This is an optimization exercise on Yosys and OpenROAD, whose aim is small area, not a production implementation.

==> inputs of cedar <==
==> flow/design.v (excerpt) <==
module mac(clk, a, b, c, op, z);
  input         clk;
  input  [31:0] a;
  input  [31:0] b;
  input  [31:0] c;
  input         op;
  output [31:0] z;
  reg  [31:0] c1, c2, r4;
  reg         ps2, pn2, pi2, pl2, pst2, po02, po12;
  reg  [26:0] pq2;
  reg  [7:0]  pe2;
  reg         sg3, nan3, inf3;
  reg  [7:0]  eb3;
  reg  [27:0] sum3;
  wire        ps, pn, pi, pl, pst, po0, po1;
  wire [26:0] pq;
  wire [7:0]  pe;
  mul u_mul(a, b, ps, pn, pi, pl, pq, pst, pe, po0, po1);
  wire [31:0] pz;
  wire        pu;
  mul_fin u_fin(ps2, pn2, pi2, pl2, pq2, pst2, pe2, po02, po12, pz, pu);
  wire [31:0] x = {pz[31], pz[30:0] + {30'b0, pu}};
  wire        sg, nan, inf;
  wire [7:0]  eb;
  wire [27:0] sum;
  add_align u_al(x, c2, sg, nan, inf, eb, sum);
  wire [31:0] s;
  add_round u_rd(sg3, nan3, inf3, eb3, sum3, s);
  always @(posedge clk) begin
    c1   <= {~op ^ c[31], c[30:0]};
    c2   <= c1;
    ps2  <= ps;
    pn2  <= pn;
    pi2  <= pi;
    pl2  <= pl;
    pq2  <= pq;
    pst2 <= pst;
    pe2  <= pe;
    po02 <= po0;
    po12 <= po1;
    sg3  <= sg;
    nan3 <= nan;
    inf3 <= inf;
    eb3  <= eb;
    sum3 <= sum;
    r4   <= s;
  end
  dline #(32, 13) u_dl(clk, r4, z);
endmodule
clock: 13.0 ns
lec_check: 0
cap_margin: 20
core_margin: 2
core_utilization: 40
slew_margin: 20
run.sh (not shown) runs the stock make flow with config.mk's settings and CLKGATE_MAP_FILE= SYNTH_SCRIPT=/design/flow/synth_recipe.tcl, a recipe that flattens the netlist after the stock synthesis.
==> inputs of willow, as changes to cedar <==
--- a/flow/design.v
+++ b/flow/design.v
@@ -27,110 +27,65 @@
   integer i;
   always @* begin
     n = 5'd24;
     for (i = 23; i >= 0; i = i - 1)
       if (x[i]) n = i[4:0];
   end
 endmodule
-module inc_rip #(parameter W = 31) (a, ci, s);
-  input  [W-1:0] a;
-  input          ci;
-  output [W-1:0] s;
-  wire [W:0] c;
-  assign c[0] = ci;
-  genvar i;
-  generate
-    for (i = 0; i < W; i = i + 1) begin : g
-      assign s[i]   = a[i] ^ c[i];
-      assign c[i+1] = a[i] & c[i];
-    end
-  endgenerate
-endmodule
-module add_rip #(parameter W = 8) (a, b, ci, s);
-  input  [W-1:0] a, b;
-  input          ci;
-  output [W-1:0] s;
-  wire [W:0] c;
-  assign c[0] = ci;
-  genvar i;
-  generate
-    for (i = 0; i < W; i = i + 1) begin : g
-      assign s[i]   = a[i] ^ b[i] ^ c[i];
-      assign c[i+1] = (a[i] & b[i]) | (c[i] & (a[i] ^ b[i]));
-    end
-  endgenerate
-endmodule
-module mul(a, b, s, nan, inf, lim, q, st0, e8, ovf0, ovf1);
+module mul(a, b, z, up);
   input  [31:0] a, b;
-  output        s, nan, inf, lim;
-  output [26:0] q;
-  output        st0;
-  output [7:0]  e8;
-  output        ovf0, ovf1;
-  assign     s    = a[31] ^ b[31];
+  output [31:0] z;
+  output        up;
+  wire       s    = a[31] ^ b[31];
   wire [7:0] ea   = a[30:23];
   wire [7:0] eb   = b[30:23];
   wire       anz  = |ea;
   wire       bnz  = |eb;
   wire       amax = &ea;
   wire       bmax = &eb;
   wire       amz  = ~|a[22:0];
   wire       bmz  = ~|b[22:0];
-  assign     nan  = (amax & ~amz) | (bmax & ~bmz) |
+  wire       nan  = (amax & ~amz) | (bmax & ~bmz) |
                     (amax & ~bnz & bmz) | (bmax & ~anz & amz);
-  assign     inf  = amax | bmax;
+  wire       inf  = amax | bmax;
   wire [23:0] ma = {anz, a[22:0]};
   wire [23:0] mb = {bnz, b[22:0]};
   wire [47:0] p;
   mult24 u_mult(ma, mb, p);
   wire [4:0] la, lb, ta, tb;
   lzc24 u_la(ma, la);
   lzc24 u_lb(mb, lb);
   tzc24 u_ta(ma, ta);
   tzc24 u_tb(mb, tb);
   wire [5:0] lza = {1'b0, la | lb};
-  wire [5:0] tz;
-  add_rip #(6) u_tz({1'b0, ta}, {1'b0, tb}, 1'b0, tz);
-  wire [9:0] es, zb, et, zm1;
-  add_rip #(10) u_es({2'b00, ea[7:1], ea[0] | ~anz}, {2'b00, eb[7:1], eb[0] | ~bnz}, 1'b0, es);
-  add_rip #(10) u_zb(es, -10'd126, 1'b0, zb);
-  add_rip #(10) u_zm(es, -10'd127, 1'b0, zm1);
-  add_rip #(10) u_et(zb, {4'b1111, ~lza}, 1'b1, et);
-  assign lim = et[9] | (et[8:1] == 8'd0);        
-  wire signed [6:0] l0  = lim ? ((zm1[9] & ~(&zm1[8:5] & |zm1[4:0])) ? -7'sd31 : zm1[6:0])
-                            : (lza[5] ? 7'sd31 : {1'b0, lza});
-  wire [5:0] u = {l0[5], ~l0[4:0]};              
+  wire [5:0] tz  = ta + tb;
+  wire signed [9:0] zb = $signed({2'b00, ea[7:1], ea[0] | ~anz}) +
+                         $signed({2'b00, eb[7:1], eb[0] | ~bnz}) - 10'sd126;
+  wire signed [9:0] zm1 = zb - 10'sd1;
+  wire signed [9:0] lzs = $signed({4'b0000, lza});
+  wire              lim = zm1 <= lzs;            
+  wire signed [9:0] l0f = lim ? zm1 : lzs;       
+  wire signed [6:0] l0  = (l0f < -10'sd31) ? -7'sd31 :
+                          (l0f >  10'sd31) ?  7'sd31 : l0f[6:0];
+  wire [5:0]        u   = 6'd31 - l0[5:0];       
   wire [109:0] w = {31'b0, p, 31'b0} >> u;
-  assign       q = w[47:21];
-  wire [7:0] tl;
-  add_rip #(8) u_tl({2'b00, tz}, {l0[6], l0}, 1'b0, tl);
-  assign st0 = tl[7] | (tl < 8'd21);
-  assign e8   = lim ? 8'd1 : et[7:0];
-  assign ovf0 = ~lim & ~et[9] & et[8];
-  assign ovf1 = ~lim & ~et[9] & ~et[8] & (&et[7:0]);
-endmodule
-module mul_fin(s, nan, inf, lim, q, st0, e8, ovf0, ovf1, z, up);
-  input         s, nan, inf, lim;
-  input  [26:0] q;
-  input         st0;
-  input  [7:0]  e8;
-  input         ovf0, ovf1;
-  output [31:0] z;
-  output        up;
+  wire [26:0]  q = w[47:21];
   wire extra = ~q[26] & ~lim;
   wire [23:0] m  = extra ? q[25:2] : q[26:3];
   wire        g  = extra ? q[1] : q[2];
   wire        r  = extra ? q[0] : q[1];
+  wire signed [7:0] lowlim = 8'sd21 - {l0[6], l0};
+  wire        st0 = ~lowlim[7] & ($signed({2'b00, tz}) < lowlim);
   wire        st = st0 | (~extra & q[0]);
   wire        rup = g & (r | st | m[0]);
-  wire [7:0]  e  = e8 - {7'b0, extra};
-  wire        ovf = ovf0 | (ovf1 & ~extra);
+  wire signed [9:0] e = zb - {{3{l0[6]}}, l0} - {9'b0, extra};
+  wire ovf = e > 10'sd254;
   assign z  = nan         ? {s, 9'h1ff, 22'b0} :
               (inf | ovf) ? {s, 8'hff, 23'b0} :
-                            {s, m[23] ? e : 8'h00, m[22:0]};
+                            {s, m[23] ? e[7:0] : 8'h00, m[22:0]};
   assign up = rup & ~(nan | inf | ovf);
 endmodule
 module mult24(x, y, p);
   input  [23:0] x, y;
   output [47:0] p;
   wire one1 = y[0] ^ 1'b0;
   wire two2 = (y[1] & ~y[0] & ~1'b0) | (~y[1] & y[0] & 1'b0);
@@ -1441,16 +1396,15 @@
   wire [4:0]  dd  = (d > 8'd31) ? 5'd31 : d[4:0];
   wire [26:0] sx3 = {ms, 3'b000};
   wire [26:0] sa  = sx3 >> dd;
   wire [26:0] lost = sx3 & ~({27{1'b1}} << dd);
   wire        stk = |lost;
   wire [27:0] bgx = {1'b0, mb, 3'b000};
   wire [27:0] smx = {1'b0, sa[26:1], sa[0] | stk};
-  wire        sub = sx ^ sy;
-  assign sum = bgx + (smx ^ {28{sub}}) + {27'b0, sub};
+  assign sum = (sx ^ sy) ? bgx - smx : bgx + smx;
 endmodule
 module add_round(sgn, nan, inf, eb, sum, z);
   input         sgn, nan, inf;
   input  [7:0]  eb;
   input  [27:0] sum;
   output [31:0] z;
   reg [4:0] lz;
@@ -1466,60 +1420,46 @@
   wire        g   = sn[3];
   wire        r   = sn[2];
   wire        st  = sn[1] | sn[0];
   wire        up  = g & (r | st | m[0]);
   wire [8:0]  e   = {1'b0, eb} + 9'd1 - {4'b0, sh};
   wire        ovf = e[8] | (&e[7:0]);             
   wire [30:0] zu  = {m[23] ? e[7:0] : 8'h00, m[22:0]};
-  wire [30:0] zr;
-  inc_rip #(31) u_inc(zu, up, zr);
+  wire [30:0] zr  = zu + {30'b0, up};
   assign z = nan         ? {sgn, 9'h1ff, 22'b0} :
              (inf | ovf) ? {sgn, 8'hff, 23'b0} :
                            {sgn, zr};
 endmodule
 module mac(clk, a, b, c, op, z);
   input         clk;
   input  [31:0] a;
   input  [31:0] b;
   input  [31:0] c;
   input         op;
   output [31:0] z;
-  reg  [31:0] c1, c2, r4;
-  reg         ps2, pn2, pi2, pl2, pst2, po02, po12;
-  reg  [26:0] pq2;
-  reg  [7:0]  pe2;
+  reg  [31:0] c1, c2, p2, r4;
+  reg         u2;
   reg         sg3, nan3, inf3;
   reg  [7:0]  eb3;
   reg  [27:0] sum3;
-  wire        ps, pn, pi, pl, pst, po0, po1;
-  wire [26:0] pq;
-  wire [7:0]  pe;
-  mul u_mul(a, b, ps, pn, pi, pl, pq, pst, pe, po0, po1);
-  wire [31:0] pz;
+  wire [31:0] pm;
   wire        pu;
-  mul_fin u_fin(ps2, pn2, pi2, pl2, pq2, pst2, pe2, po02, po12, pz, pu);
-  wire [31:0] x = {pz[31], pz[30:0] + {30'b0, pu}};
+  mul u_mul(a, b, pm, pu);
+  wire [31:0] x = {p2[31], p2[30:0] + {30'b0, u2}};
   wire        sg, nan, inf;
   wire [7:0]  eb;
   wire [27:0] sum;
   add_align u_al(x, c2, sg, nan, inf, eb, sum);
   wire [31:0] s;
   add_round u_rd(sg3, nan3, inf3, eb3, sum3, s);
   always @(posedge clk) begin
     c1   <= {~op ^ c[31], c[30:0]};
     c2   <= c1;
-    ps2  <= ps;
-    pn2  <= pn;
-    pi2  <= pi;
-    pl2  <= pl;
-    pq2  <= pq;
-    pst2 <= pst;
-    pe2  <= pe;
-    po02 <= po0;
-    po12 <= po1;
+    p2   <= pm;
+    u2   <= pu;
     sg3  <= sg;
     nan3 <= nan;
     inf3 <= inf;
     eb3  <= eb;
     sum3 <= sum;
     r4   <= s;
   end
==> comparison table <==
| quantity | willow | cedar |
|---|---|---|
| Total area of multi-input combinational cells | 30500 um^2 | 28900 um^2 |
| Share of the synthesized netlist area taken by xor and xnor gates | 0.0880 | 0.0852 |
| Slowest library cell on the worst path | sky130_fd_sc_hd__fa_1 | sky130_fd_sc_hd__or4b_2 |
| Crit path DAT | 12.88 ns | 12.63 ns |
| Max Clk Rate | 81.1 MHz | 82.5 MHz |
| Portion of synthesized cell area occupied by the leading cell type | 0.260 | 0.274 |
| Routed wl met2 | 65800 um | 59200 um |
| Outcome | complete, no violations | complete, no violations |
| DRT Pass-1 Iters | 6 | 9 |
| Number of signal-net inverters in the final layout | 464 | 426 |
| Total area of sequential cells | 11700 um^2 | 11900 um^2 |
| Total buffers and inverters traversed by the critical path | 8 | 7 |
| Post-placement cell count | 6965 | 6384 |
| Count of mapped cells out of synthesis | 5274 | 5011 |
| R2r setup slk | 0.80 ns | 0.89 ns |
| Min Hold Slack | 0.292 ns | 0.292 ns |
| Capturing point of the worst reg2reg path | sum3[23]$_DFF_P_ | sum3[26]$_DFF_P_ |
| Via/cell ratio | 5.67 | 5.71 |
No run of this note included a check of the RTL's function; only the layout flow was run.

[what the ideal ports hide]
How much do the figures lean on ideal ports? The routed layouts below were timed once more, with nothing changed but the port constraints.
Step 1 sets driving cells, clkbuf_16 on the clock port and buf_2 on the other inputs (assumed; they add their load-dependent delay and slew).
Step 2 times the ports against the registers' clock, not the clock port: input delays grow and output delays shrink by t, the midpoint of the rising clock arrivals with the driver on.
a / b / c = ideal / step 1 / step 2; a / b = the first two.
| run | t, ns | slack for setup (ns) | worst hold slack (ns) | latest minus earliest clock arrival (ns) | worst register clock-pin slew, ns |
|---|---|---|---|---|---|
| cedar | 0.669 | 0.885 / 0.885 / 0.885 | 0.292 / 0.292 / 0.292 | 0.044 / 0.044 | 0.07 / 0.07 |
| willow | 0.712 | 0.677 / 0.713 / 0.002 | 0.292 / 0.292 / 0.292 | 0.044 / 0.045 | 0.07 / 0.07 |
After both steps setup and hold are still met in every run listed. For willow, which loses most, drivers alone change the setup slack by +0.036 ns; drivers and shift together by -0.675 ns.
